What follows belongs to an exercise in optimizing a design on an open flow for small area; a production flow would make more cautious choices.
Only the layout flow was run in this run; the RTL was not checked for function there.

===== run.sh =====
#!/bin/bash
# synth_recipe.tcl (not shown) runs the flow's synth.tcl, then flattens the netlist and writes it again
# the make line also repeats each setting of config.mk as NAME=value (left out here)
make -C /OpenROAD-flow-scripts/flow DESIGN_CONFIG=/design/flow/config.mk WORK_HOME=/design/flow/orfs CLKGATE_MAP_FILE= SYNTH_SCRIPT=/design/flow/synth_recipe.tcl finish

===== config.mk =====
export PLATFORM = sky130hd
export DESIGN_NAME = sort_32_u8
export DESIGN_NICKNAME = sort_32_u8
export VERILOG_FILES = /design/flow/design.v
export SDC_FILE = /design/flow/constraint.sdc
export NUM_CORES = 4
export LEC_CHECK = 0
export CAP_MARGIN = 20
export CORE_MARGIN = 2
export CORE_UTILIZATION = 55
export PLACE_DENSITY = 0.65
export SLEW_MARGIN = 20

===== constraint.sdc =====
create_clock -name core_clock -period 6.5 [get_ports {clk}]
set_input_delay 1.3000 -clock core_clock [delete_from_list [all_inputs] [get_ports {clk}]]
set_output_delay 1.3000 -clock core_clock [all_outputs]
set_load 0.01 [all_outputs]

===== design.v =====
module sort_32_u8(
    input clk,
    input rst_n,
    input vld_in,
    output vld_out,
    input [7:0] din_0,
    input [7:0] din_1,
    input [7:0] din_2,
    input [7:0] din_3,
    input [7:0] din_4,
    input [7:0] din_5,
    input [7:0] din_6,
    input [7:0] din_7,
    input [7:0] din_8,
    input [7:0] din_9,
    input [7:0] din_10,
    input [7:0] din_11,
    input [7:0] din_12,
    input [7:0] din_13,
    input [7:0] din_14,
    input [7:0] din_15,
    input [7:0] din_16,
    input [7:0] din_17,
    input [7:0] din_18,
    input [7:0] din_19,
    input [7:0] din_20,
    input [7:0] din_21,
    input [7:0] din_22,
    input [7:0] din_23,
    input [7:0] din_24,
    input [7:0] din_25,
    input [7:0] din_26,
    input [7:0] din_27,
    input [7:0] din_28,
    input [7:0] din_29,
    input [7:0] din_30,
    input [7:0] din_31,
    output [7:0] dout_0,
    output [7:0] dout_1,
    output [7:0] dout_2,
    output [7:0] dout_3,
    output [7:0] dout_4,
    output [7:0] dout_5,
    output [7:0] dout_6,
    output [7:0] dout_7,
    output [7:0] dout_8,
    output [7:0] dout_9,
    output [7:0] dout_10,
    output [7:0] dout_11,
    output [7:0] dout_12,
    output [7:0] dout_13,
    output [7:0] dout_14,
    output [7:0] dout_15,
    output [7:0] dout_16,
    output [7:0] dout_17,
    output [7:0] dout_18,
    output [7:0] dout_19,
    output [7:0] dout_20,
    output [7:0] dout_21,
    output [7:0] dout_22,
    output [7:0] dout_23,
    output [7:0] dout_24,
    output [7:0] dout_25,
    output [7:0] dout_26,
    output [7:0] dout_27,
    output [7:0] dout_28,
    output [7:0] dout_29,
    output [7:0] dout_30,
    output [7:0] dout_31
);
reg [2:0] vld_r;
always @(posedge clk or negedge rst_n)
    if (!rst_n) vld_r <= 0;
    else vld_r <= {vld_r[1:0], vld_in};
assign vld_out = vld_r[2];
wire c0_0_13 = din_0 > din_13;
wire [7:0] lo0_0 = c0_0_13 ? din_13 : din_0;
wire [7:0] hi0_13 = c0_0_13 ? din_0 : din_13;
wire c0_1_12 = din_1 > din_12;
wire [7:0] lo0_1 = c0_1_12 ? din_12 : din_1;
wire [7:0] hi0_12 = c0_1_12 ? din_1 : din_12;
wire c0_2_15 = din_2 > din_15;
wire [7:0] lo0_2 = c0_2_15 ? din_15 : din_2;
wire [7:0] hi0_15 = c0_2_15 ? din_2 : din_15;
wire c0_3_14 = din_3 > din_14;
wire [7:0] lo0_3 = c0_3_14 ? din_14 : din_3;
wire [7:0] hi0_14 = c0_3_14 ? din_3 : din_14;
wire c0_4_8 = din_4 > din_8;
wire [7:0] lo0_4 = c0_4_8 ? din_8 : din_4;
wire [7:0] hi0_8 = c0_4_8 ? din_4 : din_8;
wire c0_5_6 = din_5 > din_6;
wire [7:0] lo0_5 = c0_5_6 ? din_6 : din_5;
wire [7:0] hi0_6 = c0_5_6 ? din_5 : din_6;
wire c0_7_11 = din_7 > din_11;
wire [7:0] lo0_7 = c0_7_11 ? din_11 : din_7;
wire [7:0] hi0_11 = c0_7_11 ? din_7 : din_11;
wire c0_9_10 = din_9 > din_10;
wire [7:0] lo0_9 = c0_9_10 ? din_10 : din_9;
wire [7:0] hi0_10 = c0_9_10 ? din_9 : din_10;
wire c0_16_29 = din_16 > din_29;
wire [7:0] lo0_16 = c0_16_29 ? din_29 : din_16;
wire [7:0] hi0_29 = c0_16_29 ? din_16 : din_29;
wire c0_17_28 = din_17 > din_28;
wire [7:0] lo0_17 = c0_17_28 ? din_28 : din_17;
wire [7:0] hi0_28 = c0_17_28 ? din_17 : din_28;
wire c0_18_31 = din_18 > din_31;
wire [7:0] lo0_18 = c0_18_31 ? din_31 : din_18;
wire [7:0] hi0_31 = c0_18_31 ? din_18 : din_31;
wire c0_19_30 = din_19 > din_30;
wire [7:0] lo0_19 = c0_19_30 ? din_30 : din_19;
wire [7:0] hi0_30 = c0_19_30 ? din_19 : din_30;
wire c0_20_24 = din_20 > din_24;
wire [7:0] lo0_20 = c0_20_24 ? din_24 : din_20;
wire [7:0] hi0_24 = c0_20_24 ? din_20 : din_24;
wire c0_21_22 = din_21 > din_22;
wire [7:0] lo0_21 = c0_21_22 ? din_22 : din_21;
wire [7:0] hi0_22 = c0_21_22 ? din_21 : din_22;
wire c0_23_27 = din_23 > din_27;
wire [7:0] lo0_23 = c0_23_27 ? din_27 : din_23;
wire [7:0] hi0_27 = c0_23_27 ? din_23 : din_27;
wire c0_25_26 = din_25 > din_26;
wire [7:0] lo0_25 = c0_25_26 ? din_26 : din_25;
wire [7:0] hi0_26 = c0_25_26 ? din_25 : din_26;
wire c1_0_5 = lo0_0 > lo0_5;
wire [7:0] lo1_0 = c1_0_5 ? lo0_5 : lo0_0;
wire [7:0] hi1_5 = c1_0_5 ? lo0_0 : lo0_5;
wire c1_1_7 = lo0_1 > lo0_7;
wire [7:0] lo1_1 = c1_1_7 ? lo0_7 : lo0_1;
wire [7:0] hi1_7 = c1_1_7 ? lo0_1 : lo0_7;
wire c1_2_9 = lo0_2 > lo0_9;
wire [7:0] lo1_2 = c1_2_9 ? lo0_9 : lo0_2;
wire [7:0] hi1_9 = c1_2_9 ? lo0_2 : lo0_9;
wire c1_3_4 = lo0_3 > lo0_4;
wire [7:0] lo1_3 = c1_3_4 ? lo0_4 : lo0_3;
wire [7:0] hi1_4 = c1_3_4 ? lo0_3 : lo0_4;
wire c1_6_13 = hi0_6 > hi0_13;
wire [7:0] lo1_6 = c1_6_13 ? hi0_13 : hi0_6;
wire [7:0] hi1_13 = c1_6_13 ? hi0_6 : hi0_13;
wire c1_8_14 = hi0_8 > hi0_14;
wire [7:0] lo1_8 = c1_8_14 ? hi0_14 : hi0_8;
wire [7:0] hi1_14 = c1_8_14 ? hi0_8 : hi0_14;
wire c1_10_15 = hi0_10 > hi0_15;
wire [7:0] lo1_10 = c1_10_15 ? hi0_15 : hi0_10;
wire [7:0] hi1_15 = c1_10_15 ? hi0_10 : hi0_15;
wire c1_11_12 = hi0_11 > hi0_12;
wire [7:0] lo1_11 = c1_11_12 ? hi0_12 : hi0_11;
wire [7:0] hi1_12 = c1_11_12 ? hi0_11 : hi0_12;
wire c1_16_21 = lo0_16 > lo0_21;
wire [7:0] lo1_16 = c1_16_21 ? lo0_21 : lo0_16;
wire [7:0] hi1_21 = c1_16_21 ? lo0_16 : lo0_21;
wire c1_17_23 = lo0_17 > lo0_23;
wire [7:0] lo1_17 = c1_17_23 ? lo0_23 : lo0_17;
wire [7:0] hi1_23 = c1_17_23 ? lo0_17 : lo0_23;
wire c1_18_25 = lo0_18 > lo0_25;
wire [7:0] lo1_18 = c1_18_25 ? lo0_25 : lo0_18;
wire [7:0] hi1_25 = c1_18_25 ? lo0_18 : lo0_25;
wire c1_19_20 = lo0_19 > lo0_20;
wire [7:0] lo1_19 = c1_19_20 ? lo0_20 : lo0_19;
wire [7:0] hi1_20 = c1_19_20 ? lo0_19 : lo0_20;
wire c1_22_29 = hi0_22 > hi0_29;
wire [7:0] lo1_22 = c1_22_29 ? hi0_29 : hi0_22;
wire [7:0] hi1_29 = c1_22_29 ? hi0_22 : hi0_29;
wire c1_24_30 = hi0_24 > hi0_30;
wire [7:0] lo1_24 = c1_24_30 ? hi0_30 : hi0_24;
wire [7:0] hi1_30 = c1_24_30 ? hi0_24 : hi0_30;
wire c1_26_31 = hi0_26 > hi0_31;
wire [7:0] lo1_26 = c1_26_31 ? hi0_31 : hi0_26;
wire [7:0] hi1_31 = c1_26_31 ? hi0_26 : hi0_31;
wire c1_27_28 = hi0_27 > hi0_28;
wire [7:0] lo1_27 = c1_27_28 ? hi0_28 : hi0_27;
wire [7:0] hi1_28 = c1_27_28 ? hi0_27 : hi0_28;
wire c2_0_1 = lo1_0 > lo1_1;
wire [7:0] lo2_0 = c2_0_1 ? lo1_1 : lo1_0;
wire [7:0] hi2_1 = c2_0_1 ? lo1_0 : lo1_1;
wire c2_2_3 = lo1_2 > lo1_3;
wire [7:0] lo2_2 = c2_2_3 ? lo1_3 : lo1_2;
wire [7:0] hi2_3 = c2_2_3 ? lo1_2 : lo1_3;
wire c2_4_5 = hi1_4 > hi1_5;
wire [7:0] lo2_4 = c2_4_5 ? hi1_5 : hi1_4;
wire [7:0] hi2_5 = c2_4_5 ? hi1_4 : hi1_5;
wire c2_6_8 = lo1_6 > lo1_8;
wire [7:0] lo2_6 = c2_6_8 ? lo1_8 : lo1_6;
wire [7:0] hi2_8 = c2_6_8 ? lo1_6 : lo1_8;
wire c2_7_9 = hi1_7 > hi1_9;
wire [7:0] lo2_7 = c2_7_9 ? hi1_9 : hi1_7;
wire [7:0] hi2_9 = c2_7_9 ? hi1_7 : hi1_9;
wire c2_10_11 = lo1_10 > lo1_11;
wire [7:0] lo2_10 = c2_10_11 ? lo1_11 : lo1_10;
wire [7:0] hi2_11 = c2_10_11 ? lo1_10 : lo1_11;
wire c2_12_13 = hi1_12 > hi1_13;
wire [7:0] lo2_12 = c2_12_13 ? hi1_13 : hi1_12;
wire [7:0] hi2_13 = c2_12_13 ? hi1_12 : hi1_13;
wire c2_14_15 = hi1_14 > hi1_15;
wire [7:0] lo2_14 = c2_14_15 ? hi1_15 : hi1_14;
wire [7:0] hi2_15 = c2_14_15 ? hi1_14 : hi1_15;
wire c2_16_17 = lo1_16 > lo1_17;
wire [7:0] lo2_16 = c2_16_17 ? lo1_17 : lo1_16;
wire [7:0] hi2_17 = c2_16_17 ? lo1_16 : lo1_17;
wire c2_18_19 = lo1_18 > lo1_19;
wire [7:0] lo2_18 = c2_18_19 ? lo1_19 : lo1_18;
wire [7:0] hi2_19 = c2_18_19 ? lo1_18 : lo1_19;
wire c2_20_21 = hi1_20 > hi1_21;
wire [7:0] lo2_20 = c2_20_21 ? hi1_21 : hi1_20;
wire [7:0] hi2_21 = c2_20_21 ? hi1_20 : hi1_21;
wire c2_22_24 = lo1_22 > lo1_24;
wire [7:0] lo2_22 = c2_22_24 ? lo1_24 : lo1_22;
wire [7:0] hi2_24 = c2_22_24 ? lo1_22 : lo1_24;
wire c2_23_25 = hi1_23 > hi1_25;
wire [7:0] lo2_23 = c2_23_25 ? hi1_25 : hi1_23;
wire [7:0] hi2_25 = c2_23_25 ? hi1_23 : hi1_25;
wire c2_26_27 = lo1_26 > lo1_27;
wire [7:0] lo2_26 = c2_26_27 ? lo1_27 : lo1_26;
wire [7:0] hi2_27 = c2_26_27 ? lo1_26 : lo1_27;
wire c2_28_29 = hi1_28 > hi1_29;
wire [7:0] lo2_28 = c2_28_29 ? hi1_29 : hi1_28;
wire [7:0] hi2_29 = c2_28_29 ? hi1_28 : hi1_29;
wire c2_30_31 = hi1_30 > hi1_31;
wire [7:0] lo2_30 = c2_30_31 ? hi1_31 : hi1_30;
wire [7:0] hi2_31 = c2_30_31 ? hi1_30 : hi1_31;
reg [7:0] r3_[0:31];
always @(posedge clk) begin
    r3_[0] <= lo2_0;
    r3_[1] <= hi2_1;
    r3_[2] <= lo2_2;
    r3_[3] <= hi2_3;
    r3_[4] <= lo2_4;
    r3_[5] <= hi2_5;
    r3_[6] <= lo2_6;
    r3_[7] <= lo2_7;
    r3_[8] <= hi2_8;
    r3_[9] <= hi2_9;
    r3_[10] <= lo2_10;
    r3_[11] <= hi2_11;
    r3_[12] <= lo2_12;
    r3_[13] <= hi2_13;
    r3_[14] <= lo2_14;
    r3_[15] <= hi2_15;
    r3_[16] <= lo2_16;
    r3_[17] <= hi2_17;
    r3_[18] <= lo2_18;
    r3_[19] <= hi2_19;
    r3_[20] <= lo2_20;
    r3_[21] <= hi2_21;
    r3_[22] <= lo2_22;
    r3_[23] <= lo2_23;
    r3_[24] <= hi2_24;
    r3_[25] <= hi2_25;
    r3_[26] <= lo2_26;
    r3_[27] <= hi2_27;
    r3_[28] <= lo2_28;
    r3_[29] <= hi2_29;
    r3_[30] <= lo2_30;
    r3_[31] <= hi2_31;
end
wire c3_0_2 = r3_[0] > r3_[2];
wire [7:0] lo3_0 = c3_0_2 ? r3_[2] : r3_[0];
wire [7:0] hi3_2 = c3_0_2 ? r3_[0] : r3_[2];
wire c3_1_3 = r3_[1] > r3_[3];
wire [7:0] lo3_1 = c3_1_3 ? r3_[3] : r3_[1];
wire [7:0] hi3_3 = c3_1_3 ? r3_[1] : r3_[3];
wire c3_4_10 = r3_[4] > r3_[10];
wire [7:0] lo3_4 = c3_4_10 ? r3_[10] : r3_[4];
wire [7:0] hi3_10 = c3_4_10 ? r3_[4] : r3_[10];
wire c3_5_11 = r3_[5] > r3_[11];
wire [7:0] lo3_5 = c3_5_11 ? r3_[11] : r3_[5];
wire [7:0] hi3_11 = c3_5_11 ? r3_[5] : r3_[11];
wire c3_6_7 = r3_[6] > r3_[7];
wire [7:0] lo3_6 = c3_6_7 ? r3_[7] : r3_[6];
wire [7:0] hi3_7 = c3_6_7 ? r3_[6] : r3_[7];
wire c3_8_9 = r3_[8] > r3_[9];
wire [7:0] lo3_8 = c3_8_9 ? r3_[9] : r3_[8];
wire [7:0] hi3_9 = c3_8_9 ? r3_[8] : r3_[9];
wire c3_12_14 = r3_[12] > r3_[14];
wire [7:0] lo3_12 = c3_12_14 ? r3_[14] : r3_[12];
wire [7:0] hi3_14 = c3_12_14 ? r3_[12] : r3_[14];
wire c3_13_15 = r3_[13] > r3_[15];
wire [7:0] lo3_13 = c3_13_15 ? r3_[15] : r3_[13];
wire [7:0] hi3_15 = c3_13_15 ? r3_[13] : r3_[15];
wire c3_16_18 = r3_[16] > r3_[18];
wire [7:0] lo3_16 = c3_16_18 ? r3_[18] : r3_[16];
wire [7:0] hi3_18 = c3_16_18 ? r3_[16] : r3_[18];
wire c3_17_19 = r3_[17] > r3_[19];
wire [7:0] lo3_17 = c3_17_19 ? r3_[19] : r3_[17];
wire [7:0] hi3_19 = c3_17_19 ? r3_[17] : r3_[19];
wire c3_20_26 = r3_[20] > r3_[26];
wire [7:0] lo3_20 = c3_20_26 ? r3_[26] : r3_[20];
wire [7:0] hi3_26 = c3_20_26 ? r3_[20] : r3_[26];
wire c3_21_27 = r3_[21] > r3_[27];
wire [7:0] lo3_21 = c3_21_27 ? r3_[27] : r3_[21];
wire [7:0] hi3_27 = c3_21_27 ? r3_[21] : r3_[27];
wire c3_22_23 = r3_[22] > r3_[23];
wire [7:0] lo3_22 = c3_22_23 ? r3_[23] : r3_[22];
wire [7:0] hi3_23 = c3_22_23 ? r3_[22] : r3_[23];
wire c3_24_25 = r3_[24] > r3_[25];
wire [7:0] lo3_24 = c3_24_25 ? r3_[25] : r3_[24];
wire [7:0] hi3_25 = c3_24_25 ? r3_[24] : r3_[25];
wire c3_28_30 = r3_[28] > r3_[30];
wire [7:0] lo3_28 = c3_28_30 ? r3_[30] : r3_[28];
wire [7:0] hi3_30 = c3_28_30 ? r3_[28] : r3_[30];
wire c3_29_31 = r3_[29] > r3_[31];
wire [7:0] lo3_29 = c3_29_31 ? r3_[31] : r3_[29];
wire [7:0] hi3_31 = c3_29_31 ? r3_[29] : r3_[31];
wire c4_1_2 = lo3_1 > hi3_2;
wire [7:0] lo4_1 = c4_1_2 ? hi3_2 : lo3_1;
wire [7:0] hi4_2 = c4_1_2 ? lo3_1 : hi3_2;
wire c4_3_12 = hi3_3 > lo3_12;
wire [7:0] lo4_3 = c4_3_12 ? lo3_12 : hi3_3;
wire [7:0] hi4_12 = c4_3_12 ? hi3_3 : lo3_12;
wire c4_4_6 = lo3_4 > lo3_6;
wire [7:0] lo4_4 = c4_4_6 ? lo3_6 : lo3_4;
wire [7:0] hi4_6 = c4_4_6 ? lo3_4 : lo3_6;
wire c4_5_7 = lo3_5 > hi3_7;
wire [7:0] lo4_5 = c4_5_7 ? hi3_7 : lo3_5;
wire [7:0] hi4_7 = c4_5_7 ? lo3_5 : hi3_7;
wire c4_8_10 = lo3_8 > hi3_10;
wire [7:0] lo4_8 = c4_8_10 ? hi3_10 : lo3_8;
wire [7:0] hi4_10 = c4_8_10 ? lo3_8 : hi3_10;
wire c4_9_11 = hi3_9 > hi3_11;
wire [7:0] lo4_9 = c4_9_11 ? hi3_11 : hi3_9;
wire [7:0] hi4_11 = c4_9_11 ? hi3_9 : hi3_11;
wire c4_13_14 = lo3_13 > hi3_14;
wire [7:0] lo4_13 = c4_13_14 ? hi3_14 : lo3_13;
wire [7:0] hi4_14 = c4_13_14 ? lo3_13 : hi3_14;
wire c4_17_18 = lo3_17 > hi3_18;
wire [7:0] lo4_17 = c4_17_18 ? hi3_18 : lo3_17;
wire [7:0] hi4_18 = c4_17_18 ? lo3_17 : hi3_18;
wire c4_19_28 = hi3_19 > lo3_28;
wire [7:0] lo4_19 = c4_19_28 ? lo3_28 : hi3_19;
wire [7:0] hi4_28 = c4_19_28 ? hi3_19 : lo3_28;
wire c4_20_22 = lo3_20 > lo3_22;
wire [7:0] lo4_20 = c4_20_22 ? lo3_22 : lo3_20;
wire [7:0] hi4_22 = c4_20_22 ? lo3_20 : lo3_22;
wire c4_21_23 = lo3_21 > hi3_23;
wire [7:0] lo4_21 = c4_21_23 ? hi3_23 : lo3_21;
wire [7:0] hi4_23 = c4_21_23 ? lo3_21 : hi3_23;
wire c4_24_26 = lo3_24 > hi3_26;
wire [7:0] lo4_24 = c4_24_26 ? hi3_26 : lo3_24;
wire [7:0] hi4_26 = c4_24_26 ? lo3_24 : hi3_26;
wire c4_25_27 = hi3_25 > hi3_27;
wire [7:0] lo4_25 = c4_25_27 ? hi3_27 : hi3_25;
wire [7:0] hi4_27 = c4_25_27 ? hi3_25 : hi3_27;
wire c4_29_30 = lo3_29 > hi3_30;
wire [7:0] lo4_29 = c4_29_30 ? hi3_30 : lo3_29;
wire [7:0] hi4_30 = c4_29_30 ? lo3_29 : hi3_30;
wire c5_1_4 = lo4_1 > lo4_4;
wire [7:0] lo5_1 = c5_1_4 ? lo4_4 : lo4_1;
wire [7:0] hi5_4 = c5_1_4 ? lo4_1 : lo4_4;
wire c5_2_6 = hi4_2 > hi4_6;
wire [7:0] lo5_2 = c5_2_6 ? hi4_6 : hi4_2;
wire [7:0] hi5_6 = c5_2_6 ? hi4_2 : hi4_6;
wire c5_5_8 = lo4_5 > lo4_8;
wire [7:0] lo5_5 = c5_5_8 ? lo4_8 : lo4_5;
wire [7:0] hi5_8 = c5_5_8 ? lo4_5 : lo4_8;
wire c5_7_10 = hi4_7 > hi4_10;
wire [7:0] lo5_7 = c5_7_10 ? hi4_10 : hi4_7;
wire [7:0] hi5_10 = c5_7_10 ? hi4_7 : hi4_10;
wire c5_9_13 = lo4_9 > lo4_13;
wire [7:0] lo5_9 = c5_9_13 ? lo4_13 : lo4_9;
wire [7:0] hi5_13 = c5_9_13 ? lo4_9 : lo4_13;
wire c5_11_14 = hi4_11 > hi4_14;
wire [7:0] lo5_11 = c5_11_14 ? hi4_14 : hi4_11;
wire [7:0] hi5_14 = c5_11_14 ? hi4_11 : hi4_14;
wire c5_17_20 = lo4_17 > lo4_20;
wire [7:0] lo5_17 = c5_17_20 ? lo4_20 : lo4_17;
wire [7:0] hi5_20 = c5_17_20 ? lo4_17 : lo4_20;
wire c5_18_22 = hi4_18 > hi4_22;
wire [7:0] lo5_18 = c5_18_22 ? hi4_22 : hi4_18;
wire [7:0] hi5_22 = c5_18_22 ? hi4_18 : hi4_22;
wire c5_21_24 = lo4_21 > lo4_24;
wire [7:0] lo5_21 = c5_21_24 ? lo4_24 : lo4_21;
wire [7:0] hi5_24 = c5_21_24 ? lo4_21 : lo4_24;
wire c5_23_26 = hi4_23 > hi4_26;
wire [7:0] lo5_23 = c5_23_26 ? hi4_26 : hi4_23;
wire [7:0] hi5_26 = c5_23_26 ? hi4_23 : hi4_26;
wire c5_25_29 = lo4_25 > lo4_29;
wire [7:0] lo5_25 = c5_25_29 ? lo4_29 : lo4_25;
wire [7:0] hi5_29 = c5_25_29 ? lo4_25 : lo4_29;
wire c5_27_30 = hi4_27 > hi4_30;
wire [7:0] lo5_27 = c5_27_30 ? hi4_30 : hi4_27;
wire [7:0] hi5_30 = c5_27_30 ? hi4_27 : hi4_30;
wire c6_2_4 = lo5_2 > hi5_4;
wire [7:0] lo6_2 = c6_2_4 ? hi5_4 : lo5_2;
wire [7:0] hi6_4 = c6_2_4 ? lo5_2 : hi5_4;
wire c6_3_6 = lo4_3 > hi5_6;
wire [7:0] lo6_3 = c6_3_6 ? hi5_6 : lo4_3;
wire [7:0] hi6_6 = c6_3_6 ? lo4_3 : hi5_6;
wire c6_9_12 = lo5_9 > hi4_12;
wire [7:0] lo6_9 = c6_9_12 ? hi4_12 : lo5_9;
wire [7:0] hi6_12 = c6_9_12 ? lo5_9 : hi4_12;
wire c6_11_13 = lo5_11 > hi5_13;
wire [7:0] lo6_11 = c6_11_13 ? hi5_13 : lo5_11;
wire [7:0] hi6_13 = c6_11_13 ? lo5_11 : hi5_13;
wire c6_18_20 = lo5_18 > hi5_20;
wire [7:0] lo6_18 = c6_18_20 ? hi5_20 : lo5_18;
wire [7:0] hi6_20 = c6_18_20 ? lo5_18 : hi5_20;
wire c6_19_22 = lo4_19 > hi5_22;
wire [7:0] lo6_19 = c6_19_22 ? hi5_22 : lo4_19;
wire [7:0] hi6_22 = c6_19_22 ? lo4_19 : hi5_22;
wire c6_25_28 = lo5_25 > hi4_28;
wire [7:0] lo6_25 = c6_25_28 ? hi4_28 : lo5_25;
wire [7:0] hi6_28 = c6_25_28 ? lo5_25 : hi4_28;
wire c6_27_29 = lo5_27 > hi5_29;
wire [7:0] lo6_27 = c6_27_29 ? hi5_29 : lo5_27;
wire [7:0] hi6_29 = c6_27_29 ? lo5_27 : hi5_29;
reg [7:0] r7_[0:31];
always @(posedge clk) begin
    r7_[0] <= lo3_0;
    r7_[1] <= lo5_1;
    r7_[2] <= lo6_2;
    r7_[3] <= lo6_3;
    r7_[4] <= hi6_4;
    r7_[5] <= lo5_5;
    r7_[6] <= hi6_6;
    r7_[7] <= lo5_7;
    r7_[8] <= hi5_8;
    r7_[9] <= lo6_9;
    r7_[10] <= hi5_10;
    r7_[11] <= lo6_11;
    r7_[12] <= hi6_12;
    r7_[13] <= hi6_13;
    r7_[14] <= hi5_14;
    r7_[15] <= hi3_15;
    r7_[16] <= lo3_16;
    r7_[17] <= lo5_17;
    r7_[18] <= lo6_18;
    r7_[19] <= lo6_19;
    r7_[20] <= hi6_20;
    r7_[21] <= lo5_21;
    r7_[22] <= hi6_22;
    r7_[23] <= lo5_23;
    r7_[24] <= hi5_24;
    r7_[25] <= lo6_25;
    r7_[26] <= hi5_26;
    r7_[27] <= lo6_27;
    r7_[28] <= hi6_28;
    r7_[29] <= hi6_29;
    r7_[30] <= hi5_30;
    r7_[31] <= hi3_31;
end
wire c7_3_5 = r7_[3] > r7_[5];
wire [7:0] lo7_3 = c7_3_5 ? r7_[5] : r7_[3];
wire [7:0] hi7_5 = c7_3_5 ? r7_[3] : r7_[5];
wire c7_6_8 = r7_[6] > r7_[8];
wire [7:0] lo7_6 = c7_6_8 ? r7_[8] : r7_[6];
wire [7:0] hi7_8 = c7_6_8 ? r7_[6] : r7_[8];
wire c7_7_9 = r7_[7] > r7_[9];
wire [7:0] lo7_7 = c7_7_9 ? r7_[9] : r7_[7];
wire [7:0] hi7_9 = c7_7_9 ? r7_[7] : r7_[9];
wire c7_10_12 = r7_[10] > r7_[12];
wire [7:0] lo7_10 = c7_10_12 ? r7_[12] : r7_[10];
wire [7:0] hi7_12 = c7_10_12 ? r7_[10] : r7_[12];
wire c7_19_21 = r7_[19] > r7_[21];
wire [7:0] lo7_19 = c7_19_21 ? r7_[21] : r7_[19];
wire [7:0] hi7_21 = c7_19_21 ? r7_[19] : r7_[21];
wire c7_22_24 = r7_[22] > r7_[24];
wire [7:0] lo7_22 = c7_22_24 ? r7_[24] : r7_[22];
wire [7:0] hi7_24 = c7_22_24 ? r7_[22] : r7_[24];
wire c7_23_25 = r7_[23] > r7_[25];
wire [7:0] lo7_23 = c7_23_25 ? r7_[25] : r7_[23];
wire [7:0] hi7_25 = c7_23_25 ? r7_[23] : r7_[25];
wire c7_26_28 = r7_[26] > r7_[28];
wire [7:0] lo7_26 = c7_26_28 ? r7_[28] : r7_[26];
wire [7:0] hi7_28 = c7_26_28 ? r7_[26] : r7_[28];
wire c8_3_4 = lo7_3 > r7_[4];
wire [7:0] lo8_3 = c8_3_4 ? r7_[4] : lo7_3;
wire [7:0] hi8_4 = c8_3_4 ? lo7_3 : r7_[4];
wire c8_5_6 = hi7_5 > lo7_6;
wire [7:0] lo8_5 = c8_5_6 ? lo7_6 : hi7_5;
wire [7:0] hi8_6 = c8_5_6 ? hi7_5 : lo7_6;
wire c8_7_8 = lo7_7 > hi7_8;
wire [7:0] lo8_7 = c8_7_8 ? hi7_8 : lo7_7;
wire [7:0] hi8_8 = c8_7_8 ? lo7_7 : hi7_8;
wire c8_9_10 = hi7_9 > lo7_10;
wire [7:0] lo8_9 = c8_9_10 ? lo7_10 : hi7_9;
wire [7:0] hi8_10 = c8_9_10 ? hi7_9 : lo7_10;
wire c8_11_12 = r7_[11] > hi7_12;
wire [7:0] lo8_11 = c8_11_12 ? hi7_12 : r7_[11];
wire [7:0] hi8_12 = c8_11_12 ? r7_[11] : hi7_12;
wire c8_19_20 = lo7_19 > r7_[20];
wire [7:0] lo8_19 = c8_19_20 ? r7_[20] : lo7_19;
wire [7:0] hi8_20 = c8_19_20 ? lo7_19 : r7_[20];
wire c8_21_22 = hi7_21 > lo7_22;
wire [7:0] lo8_21 = c8_21_22 ? lo7_22 : hi7_21;
wire [7:0] hi8_22 = c8_21_22 ? hi7_21 : lo7_22;
wire c8_23_24 = lo7_23 > hi7_24;
wire [7:0] lo8_23 = c8_23_24 ? hi7_24 : lo7_23;
wire [7:0] hi8_24 = c8_23_24 ? lo7_23 : hi7_24;
wire c8_25_26 = hi7_25 > lo7_26;
wire [7:0] lo8_25 = c8_25_26 ? lo7_26 : hi7_25;
wire [7:0] hi8_26 = c8_25_26 ? hi7_25 : lo7_26;
wire c8_27_28 = r7_[27] > hi7_28;
wire [7:0] lo8_27 = c8_27_28 ? hi7_28 : r7_[27];
wire [7:0] hi8_28 = c8_27_28 ? r7_[27] : hi7_28;
wire c9_6_7 = hi8_6 > lo8_7;
wire [7:0] lo9_6 = c9_6_7 ? lo8_7 : hi8_6;
wire [7:0] hi9_7 = c9_6_7 ? hi8_6 : lo8_7;
wire c9_8_9 = hi8_8 > lo8_9;
wire [7:0] lo9_8 = c9_8_9 ? lo8_9 : hi8_8;
wire [7:0] hi9_9 = c9_8_9 ? hi8_8 : lo8_9;
wire c9_22_23 = hi8_22 > lo8_23;
wire [7:0] lo9_22 = c9_22_23 ? lo8_23 : hi8_22;
wire [7:0] hi9_23 = c9_22_23 ? hi8_22 : lo8_23;
wire c9_24_25 = hi8_24 > lo8_25;
wire [7:0] lo9_24 = c9_24_25 ? lo8_25 : hi8_24;
wire [7:0] hi9_25 = c9_24_25 ? hi8_24 : lo8_25;
wire c10_0_16 = r7_[0] > r7_[16];
wire [7:0] lo10_0 = c10_0_16 ? r7_[16] : r7_[0];
wire [7:0] hi10_16 = c10_0_16 ? r7_[0] : r7_[16];
wire c10_8_24 = lo9_8 > lo9_24;
wire [7:0] lo10_8 = c10_8_24 ? lo9_24 : lo9_8;
wire [7:0] hi10_24 = c10_8_24 ? lo9_8 : lo9_24;
wire c10_4_20 = hi8_4 > hi8_20;
wire [7:0] lo10_4 = c10_4_20 ? hi8_20 : hi8_4;
wire [7:0] hi10_20 = c10_4_20 ? hi8_4 : hi8_20;
wire c10_12_28 = hi8_12 > hi8_28;
wire [7:0] lo10_12 = c10_12_28 ? hi8_28 : hi8_12;
wire [7:0] hi10_28 = c10_12_28 ? hi8_12 : hi8_28;
wire c10_2_18 = r7_[2] > r7_[18];
wire [7:0] lo10_2 = c10_2_18 ? r7_[18] : r7_[2];
wire [7:0] hi10_18 = c10_2_18 ? r7_[2] : r7_[18];
wire c10_10_26 = hi8_10 > hi8_26;
wire [7:0] lo10_10 = c10_10_26 ? hi8_26 : hi8_10;
wire [7:0] hi10_26 = c10_10_26 ? hi8_10 : hi8_26;
wire c10_6_22 = lo9_6 > lo9_22;
wire [7:0] lo10_6 = c10_6_22 ? lo9_22 : lo9_6;
wire [7:0] hi10_22 = c10_6_22 ? lo9_6 : lo9_22;
wire c10_14_30 = r7_[14] > r7_[30];
wire [7:0] lo10_14 = c10_14_30 ? r7_[30] : r7_[14];
wire [7:0] hi10_30 = c10_14_30 ? r7_[14] : r7_[30];
wire c10_1_17 = r7_[1] > r7_[17];
wire [7:0] lo10_1 = c10_1_17 ? r7_[17] : r7_[1];
wire [7:0] hi10_17 = c10_1_17 ? r7_[1] : r7_[17];
wire c10_9_25 = hi9_9 > hi9_25;
wire [7:0] lo10_9 = c10_9_25 ? hi9_25 : hi9_9;
wire [7:0] hi10_25 = c10_9_25 ? hi9_9 : hi9_25;
wire c10_5_21 = lo8_5 > lo8_21;
wire [7:0] lo10_5 = c10_5_21 ? lo8_21 : lo8_5;
wire [7:0] hi10_21 = c10_5_21 ? lo8_5 : lo8_21;
wire c10_13_29 = r7_[13] > r7_[29];
wire [7:0] lo10_13 = c10_13_29 ? r7_[29] : r7_[13];
wire [7:0] hi10_29 = c10_13_29 ? r7_[13] : r7_[29];
wire c10_3_19 = lo8_3 > lo8_19;
wire [7:0] lo10_3 = c10_3_19 ? lo8_19 : lo8_3;
wire [7:0] hi10_19 = c10_3_19 ? lo8_3 : lo8_19;
wire c10_11_27 = lo8_11 > lo8_27;
wire [7:0] lo10_11 = c10_11_27 ? lo8_27 : lo8_11;
wire [7:0] hi10_27 = c10_11_27 ? lo8_11 : lo8_27;
wire c10_7_23 = hi9_7 > hi9_23;
wire [7:0] lo10_7 = c10_7_23 ? hi9_23 : hi9_7;
wire [7:0] hi10_23 = c10_7_23 ? hi9_7 : hi9_23;
wire c10_15_31 = r7_[15] > r7_[31];
wire [7:0] lo10_15 = c10_15_31 ? r7_[31] : r7_[15];
wire [7:0] hi10_31 = c10_15_31 ? r7_[15] : r7_[31];
reg [7:0] r11_[0:31];
always @(posedge clk) begin
    r11_[0] <= lo10_0;
    r11_[1] <= lo10_1;
    r11_[2] <= lo10_2;
    r11_[3] <= lo10_3;
    r11_[4] <= lo10_4;
    r11_[5] <= lo10_5;
    r11_[6] <= lo10_6;
    r11_[7] <= lo10_7;
    r11_[8] <= lo10_8;
    r11_[9] <= lo10_9;
    r11_[10] <= lo10_10;
    r11_[11] <= lo10_11;
    r11_[12] <= lo10_12;
    r11_[13] <= lo10_13;
    r11_[14] <= lo10_14;
    r11_[15] <= lo10_15;
    r11_[16] <= hi10_16;
    r11_[17] <= hi10_17;
    r11_[18] <= hi10_18;
    r11_[19] <= hi10_19;
    r11_[20] <= hi10_20;
    r11_[21] <= hi10_21;
    r11_[22] <= hi10_22;
    r11_[23] <= hi10_23;
    r11_[24] <= hi10_24;
    r11_[25] <= hi10_25;
    r11_[26] <= hi10_26;
    r11_[27] <= hi10_27;
    r11_[28] <= hi10_28;
    r11_[29] <= hi10_29;
    r11_[30] <= hi10_30;
    r11_[31] <= hi10_31;
end
wire c11_8_16 = r11_[8] > r11_[16];
wire [7:0] lo11_8 = c11_8_16 ? r11_[16] : r11_[8];
wire [7:0] hi11_16 = c11_8_16 ? r11_[8] : r11_[16];
wire c11_12_20 = r11_[12] > r11_[20];
wire [7:0] lo11_12 = c11_12_20 ? r11_[20] : r11_[12];
wire [7:0] hi11_20 = c11_12_20 ? r11_[12] : r11_[20];
wire c11_10_18 = r11_[10] > r11_[18];
wire [7:0] lo11_10 = c11_10_18 ? r11_[18] : r11_[10];
wire [7:0] hi11_18 = c11_10_18 ? r11_[10] : r11_[18];
wire c11_14_22 = r11_[14] > r11_[22];
wire [7:0] lo11_14 = c11_14_22 ? r11_[22] : r11_[14];
wire [7:0] hi11_22 = c11_14_22 ? r11_[14] : r11_[22];
wire c11_9_17 = r11_[9] > r11_[17];
wire [7:0] lo11_9 = c11_9_17 ? r11_[17] : r11_[9];
wire [7:0] hi11_17 = c11_9_17 ? r11_[9] : r11_[17];
wire c11_13_21 = r11_[13] > r11_[21];
wire [7:0] lo11_13 = c11_13_21 ? r11_[21] : r11_[13];
wire [7:0] hi11_21 = c11_13_21 ? r11_[13] : r11_[21];
wire c11_11_19 = r11_[11] > r11_[19];
wire [7:0] lo11_11 = c11_11_19 ? r11_[19] : r11_[11];
wire [7:0] hi11_19 = c11_11_19 ? r11_[11] : r11_[19];
wire c11_15_23 = r11_[15] > r11_[23];
wire [7:0] lo11_15 = c11_15_23 ? r11_[23] : r11_[15];
wire [7:0] hi11_23 = c11_15_23 ? r11_[15] : r11_[23];
wire c12_4_8 = r11_[4] > lo11_8;
wire [7:0] lo12_4 = c12_4_8 ? lo11_8 : r11_[4];
wire [7:0] hi12_8 = c12_4_8 ? r11_[4] : lo11_8;
wire c12_12_16 = lo11_12 > hi11_16;
wire [7:0] lo12_12 = c12_12_16 ? hi11_16 : lo11_12;
wire [7:0] hi12_16 = c12_12_16 ? lo11_12 : hi11_16;
wire c12_20_24 = hi11_20 > r11_[24];
wire [7:0] lo12_20 = c12_20_24 ? r11_[24] : hi11_20;
wire [7:0] hi12_24 = c12_20_24 ? hi11_20 : r11_[24];
wire c12_6_10 = r11_[6] > lo11_10;
wire [7:0] lo12_6 = c12_6_10 ? lo11_10 : r11_[6];
wire [7:0] hi12_10 = c12_6_10 ? r11_[6] : lo11_10;
wire c12_14_18 = lo11_14 > hi11_18;
wire [7:0] lo12_14 = c12_14_18 ? hi11_18 : lo11_14;
wire [7:0] hi12_18 = c12_14_18 ? lo11_14 : hi11_18;
wire c12_22_26 = hi11_22 > r11_[26];
wire [7:0] lo12_22 = c12_22_26 ? r11_[26] : hi11_22;
wire [7:0] hi12_26 = c12_22_26 ? hi11_22 : r11_[26];
wire c12_5_9 = r11_[5] > lo11_9;
wire [7:0] lo12_5 = c12_5_9 ? lo11_9 : r11_[5];
wire [7:0] hi12_9 = c12_5_9 ? r11_[5] : lo11_9;
wire c12_13_17 = lo11_13 > hi11_17;
wire [7:0] lo12_13 = c12_13_17 ? hi11_17 : lo11_13;
wire [7:0] hi12_17 = c12_13_17 ? lo11_13 : hi11_17;
wire c12_21_25 = hi11_21 > r11_[25];
wire [7:0] lo12_21 = c12_21_25 ? r11_[25] : hi11_21;
wire [7:0] hi12_25 = c12_21_25 ? hi11_21 : r11_[25];
wire c12_7_11 = r11_[7] > lo11_11;
wire [7:0] lo12_7 = c12_7_11 ? lo11_11 : r11_[7];
wire [7:0] hi12_11 = c12_7_11 ? r11_[7] : lo11_11;
wire c12_15_19 = lo11_15 > hi11_19;
wire [7:0] lo12_15 = c12_15_19 ? hi11_19 : lo11_15;
wire [7:0] hi12_19 = c12_15_19 ? lo11_15 : hi11_19;
wire c12_23_27 = hi11_23 > r11_[27];
wire [7:0] lo12_23 = c12_23_27 ? r11_[27] : hi11_23;
wire [7:0] hi12_27 = c12_23_27 ? hi11_23 : r11_[27];
wire c13_2_4 = r11_[2] > lo12_4;
wire [7:0] lo13_2 = c13_2_4 ? lo12_4 : r11_[2];
wire [7:0] hi13_4 = c13_2_4 ? r11_[2] : lo12_4;
wire c13_6_8 = lo12_6 > hi12_8;
wire [7:0] lo13_6 = c13_6_8 ? hi12_8 : lo12_6;
wire [7:0] hi13_8 = c13_6_8 ? lo12_6 : hi12_8;
wire c13_10_12 = hi12_10 > lo12_12;
wire [7:0] lo13_10 = c13_10_12 ? lo12_12 : hi12_10;
wire [7:0] hi13_12 = c13_10_12 ? hi12_10 : lo12_12;
wire c13_14_16 = lo12_14 > hi12_16;
wire [7:0] lo13_14 = c13_14_16 ? hi12_16 : lo12_14;
wire [7:0] hi13_16 = c13_14_16 ? lo12_14 : hi12_16;
wire c13_18_20 = hi12_18 > lo12_20;
wire [7:0] lo13_18 = c13_18_20 ? lo12_20 : hi12_18;
wire [7:0] hi13_20 = c13_18_20 ? hi12_18 : lo12_20;
wire c13_22_24 = lo12_22 > hi12_24;
wire [7:0] lo13_22 = c13_22_24 ? hi12_24 : lo12_22;
wire [7:0] hi13_24 = c13_22_24 ? lo12_22 : hi12_24;
wire c13_26_28 = hi12_26 > r11_[28];
wire [7:0] lo13_26 = c13_26_28 ? r11_[28] : hi12_26;
wire [7:0] hi13_28 = c13_26_28 ? hi12_26 : r11_[28];
wire c13_3_5 = r11_[3] > lo12_5;
wire [7:0] lo13_3 = c13_3_5 ? lo12_5 : r11_[3];
wire [7:0] hi13_5 = c13_3_5 ? r11_[3] : lo12_5;
wire c13_7_9 = lo12_7 > hi12_9;
wire [7:0] lo13_7 = c13_7_9 ? hi12_9 : lo12_7;
wire [7:0] hi13_9 = c13_7_9 ? lo12_7 : hi12_9;
wire c13_11_13 = hi12_11 > lo12_13;
wire [7:0] lo13_11 = c13_11_13 ? lo12_13 : hi12_11;
wire [7:0] hi13_13 = c13_11_13 ? hi12_11 : lo12_13;
wire c13_15_17 = lo12_15 > hi12_17;
wire [7:0] lo13_15 = c13_15_17 ? hi12_17 : lo12_15;
wire [7:0] hi13_17 = c13_15_17 ? lo12_15 : hi12_17;
wire c13_19_21 = hi12_19 > lo12_21;
wire [7:0] lo13_19 = c13_19_21 ? lo12_21 : hi12_19;
wire [7:0] hi13_21 = c13_19_21 ? hi12_19 : lo12_21;
wire c13_23_25 = lo12_23 > hi12_25;
wire [7:0] lo13_23 = c13_23_25 ? hi12_25 : lo12_23;
wire [7:0] hi13_25 = c13_23_25 ? lo12_23 : hi12_25;
wire c13_27_29 = hi12_27 > r11_[29];
wire [7:0] lo13_27 = c13_27_29 ? r11_[29] : hi12_27;
wire [7:0] hi13_29 = c13_27_29 ? hi12_27 : r11_[29];
wire c14_1_2 = r11_[1] > lo13_2;
wire [7:0] lo14_1 = c14_1_2 ? lo13_2 : r11_[1];
wire [7:0] hi14_2 = c14_1_2 ? r11_[1] : lo13_2;
wire c14_3_4 = lo13_3 > hi13_4;
wire [7:0] lo14_3 = c14_3_4 ? hi13_4 : lo13_3;
wire [7:0] hi14_4 = c14_3_4 ? lo13_3 : hi13_4;
wire c14_5_6 = hi13_5 > lo13_6;
wire [7:0] lo14_5 = c14_5_6 ? lo13_6 : hi13_5;
wire [7:0] hi14_6 = c14_5_6 ? hi13_5 : lo13_6;
wire c14_7_8 = lo13_7 > hi13_8;
wire [7:0] lo14_7 = c14_7_8 ? hi13_8 : lo13_7;
wire [7:0] hi14_8 = c14_7_8 ? lo13_7 : hi13_8;
wire c14_9_10 = hi13_9 > lo13_10;
wire [7:0] lo14_9 = c14_9_10 ? lo13_10 : hi13_9;
wire [7:0] hi14_10 = c14_9_10 ? hi13_9 : lo13_10;
wire c14_11_12 = lo13_11 > hi13_12;
wire [7:0] lo14_11 = c14_11_12 ? hi13_12 : lo13_11;
wire [7:0] hi14_12 = c14_11_12 ? lo13_11 : hi13_12;
wire c14_13_14 = hi13_13 > lo13_14;
wire [7:0] lo14_13 = c14_13_14 ? lo13_14 : hi13_13;
wire [7:0] hi14_14 = c14_13_14 ? hi13_13 : lo13_14;
wire c14_15_16 = lo13_15 > hi13_16;
wire [7:0] lo14_15 = c14_15_16 ? hi13_16 : lo13_15;
wire [7:0] hi14_16 = c14_15_16 ? lo13_15 : hi13_16;
wire c14_17_18 = hi13_17 > lo13_18;
wire [7:0] lo14_17 = c14_17_18 ? lo13_18 : hi13_17;
wire [7:0] hi14_18 = c14_17_18 ? hi13_17 : lo13_18;
wire c14_19_20 = lo13_19 > hi13_20;
wire [7:0] lo14_19 = c14_19_20 ? hi13_20 : lo13_19;
wire [7:0] hi14_20 = c14_19_20 ? lo13_19 : hi13_20;
wire c14_21_22 = hi13_21 > lo13_22;
wire [7:0] lo14_21 = c14_21_22 ? lo13_22 : hi13_21;
wire [7:0] hi14_22 = c14_21_22 ? hi13_21 : lo13_22;
wire c14_23_24 = lo13_23 > hi13_24;
wire [7:0] lo14_23 = c14_23_24 ? hi13_24 : lo13_23;
wire [7:0] hi14_24 = c14_23_24 ? lo13_23 : hi13_24;
wire c14_25_26 = hi13_25 > lo13_26;
wire [7:0] lo14_25 = c14_25_26 ? lo13_26 : hi13_25;
wire [7:0] hi14_26 = c14_25_26 ? hi13_25 : lo13_26;
wire c14_27_28 = lo13_27 > hi13_28;
wire [7:0] lo14_27 = c14_27_28 ? hi13_28 : lo13_27;
wire [7:0] hi14_28 = c14_27_28 ? lo13_27 : hi13_28;
wire c14_29_30 = hi13_29 > r11_[30];
wire [7:0] lo14_29 = c14_29_30 ? r11_[30] : hi13_29;
wire [7:0] hi14_30 = c14_29_30 ? hi13_29 : r11_[30];
assign dout_0 = r11_[0];
assign dout_1 = lo14_1;
assign dout_2 = hi14_2;
assign dout_3 = lo14_3;
assign dout_4 = hi14_4;
assign dout_5 = lo14_5;
assign dout_6 = hi14_6;
assign dout_7 = lo14_7;
assign dout_8 = hi14_8;
assign dout_9 = lo14_9;
assign dout_10 = hi14_10;
assign dout_11 = lo14_11;
assign dout_12 = hi14_12;
assign dout_13 = lo14_13;
assign dout_14 = hi14_14;
assign dout_15 = lo14_15;
assign dout_16 = hi14_16;
assign dout_17 = lo14_17;
assign dout_18 = hi14_18;
assign dout_19 = lo14_19;
assign dout_20 = hi14_20;
assign dout_21 = lo14_21;
assign dout_22 = hi14_22;
assign dout_23 = lo14_23;
assign dout_24 = hi14_24;
assign dout_25 = lo14_25;
assign dout_26 = hi14_26;
assign dout_27 = lo14_27;
assign dout_28 = hi14_28;
assign dout_29 = lo14_29;
assign dout_30 = hi14_30;
assign dout_31 = r11_[31];
endmodule

==> flow_summary.json <==
{
  "outcome": "aborted with a tool error",
  "lastStage": "5_1_grt",
  "error": "[ERROR GRT-0116] Global routing finished with congestion. Check the congestion regions in the DRC Viewer.",
  "clock-root-buffer": "clkbuf_16",
  "start_util": 0.555,
  "yosys-top-cells-count": "1596 x mux2i_1, 1456 x inv_1, 1416 x ha_1",
  "synth.most_common_cell": "mux2i_1",
  "grt_pass1_wl_um": 675000,
  "synth_area_um2": 85700,
  "synthArstFlopShare": 0.00389,
  "synth_cells": 10500,
  "grt_start_max_net_pins": 25,
  "gp_congestion": 1.07,
  "die_h_um": 399,
  "synth.avg_cell_area_um2": 8.14,
  "cts_hold_buffers": 0,
  "overflow": 5,
  "grt_pass1_vias": 112000,
  "cts_made_buffers": 82,
  "cts.sinks": 771,
  "yosys-top-cells-area": "ha_1 21%, mux2i_1 19%, dfxtp_1 18%",
  "ctsLongestPathBuffers": 3,
  "synth_cell_types": 97,
  "place_ws_ps": -2880,
  "htreeDepth": 3,
  "die_w_um": 399,
  "yosysSeqAreaShare": 0.180,
  "ys_seq_elements": 771,
  "dp.final_hpwl_um": 298000,
  "yosys.area.top_type": "ha_1",
  "synth_ff_type": "dfxtp_1",
  "ios": 516,
  "portBuffers": 515,
  "syn_nets": 12200,
  "yosysWarningCount": 4,
  "grt_use_total": 0.558,
  "synth-edff-count": 0,
  "netlist.area_leader.share": 0.207,
  "place_inst": 16700,
  "rows": 144
}
[layer usage]
layer / track usage / GRT overflow
met5: 0.173 / 0
met4: 0.517 / 2
met3: 0.293 / 0
met2: 0.805 / 2
met1: 0.568 / 1
[per-stage QoR]
step	util	cell area, um^2
CTS	0.874	135000
detailed placement	0.827	128000
global placement	0.827	128000
floorplan	-	92800
[worst min-delay path by stage]
stage                to  slack, ps      from  cells after the start
3_3_place_gp   vld_r[1]        340  vld_r[0]                      0
3_5_place_dp   vld_r[1]        340  vld_r[0]                      0
2_1_floorplan  vld_r[1]        330  vld_r[0]                      0
4_1_cts        vld_r[1]        350  vld_r[0]                      0
[power groups by stage]
stage,Combinational (uW),Clock (uW),Sequential (uW)
after floorplan,252000,0,11700
after global placement,401000,0,12300
after CTS,451000,5300,12400
after detailed placement,416000,0,12400
[cells by family after synthesis]
group,synth area share
XOR/XNOR,0.00245
adder cells (fa/ha/maj),0.209
AND/OR/NAND/NOR,0.115
multiplexers,0.248
flip-flops,0.180
AO/OA/AOI/OAI,0.167
buffers and inverters,0.0788
[repair_timing]
item	4_1_cts
setup buffers	248
setup endpoints to repair	599
pin swaps	189
resized for setup	1436
cloned	17
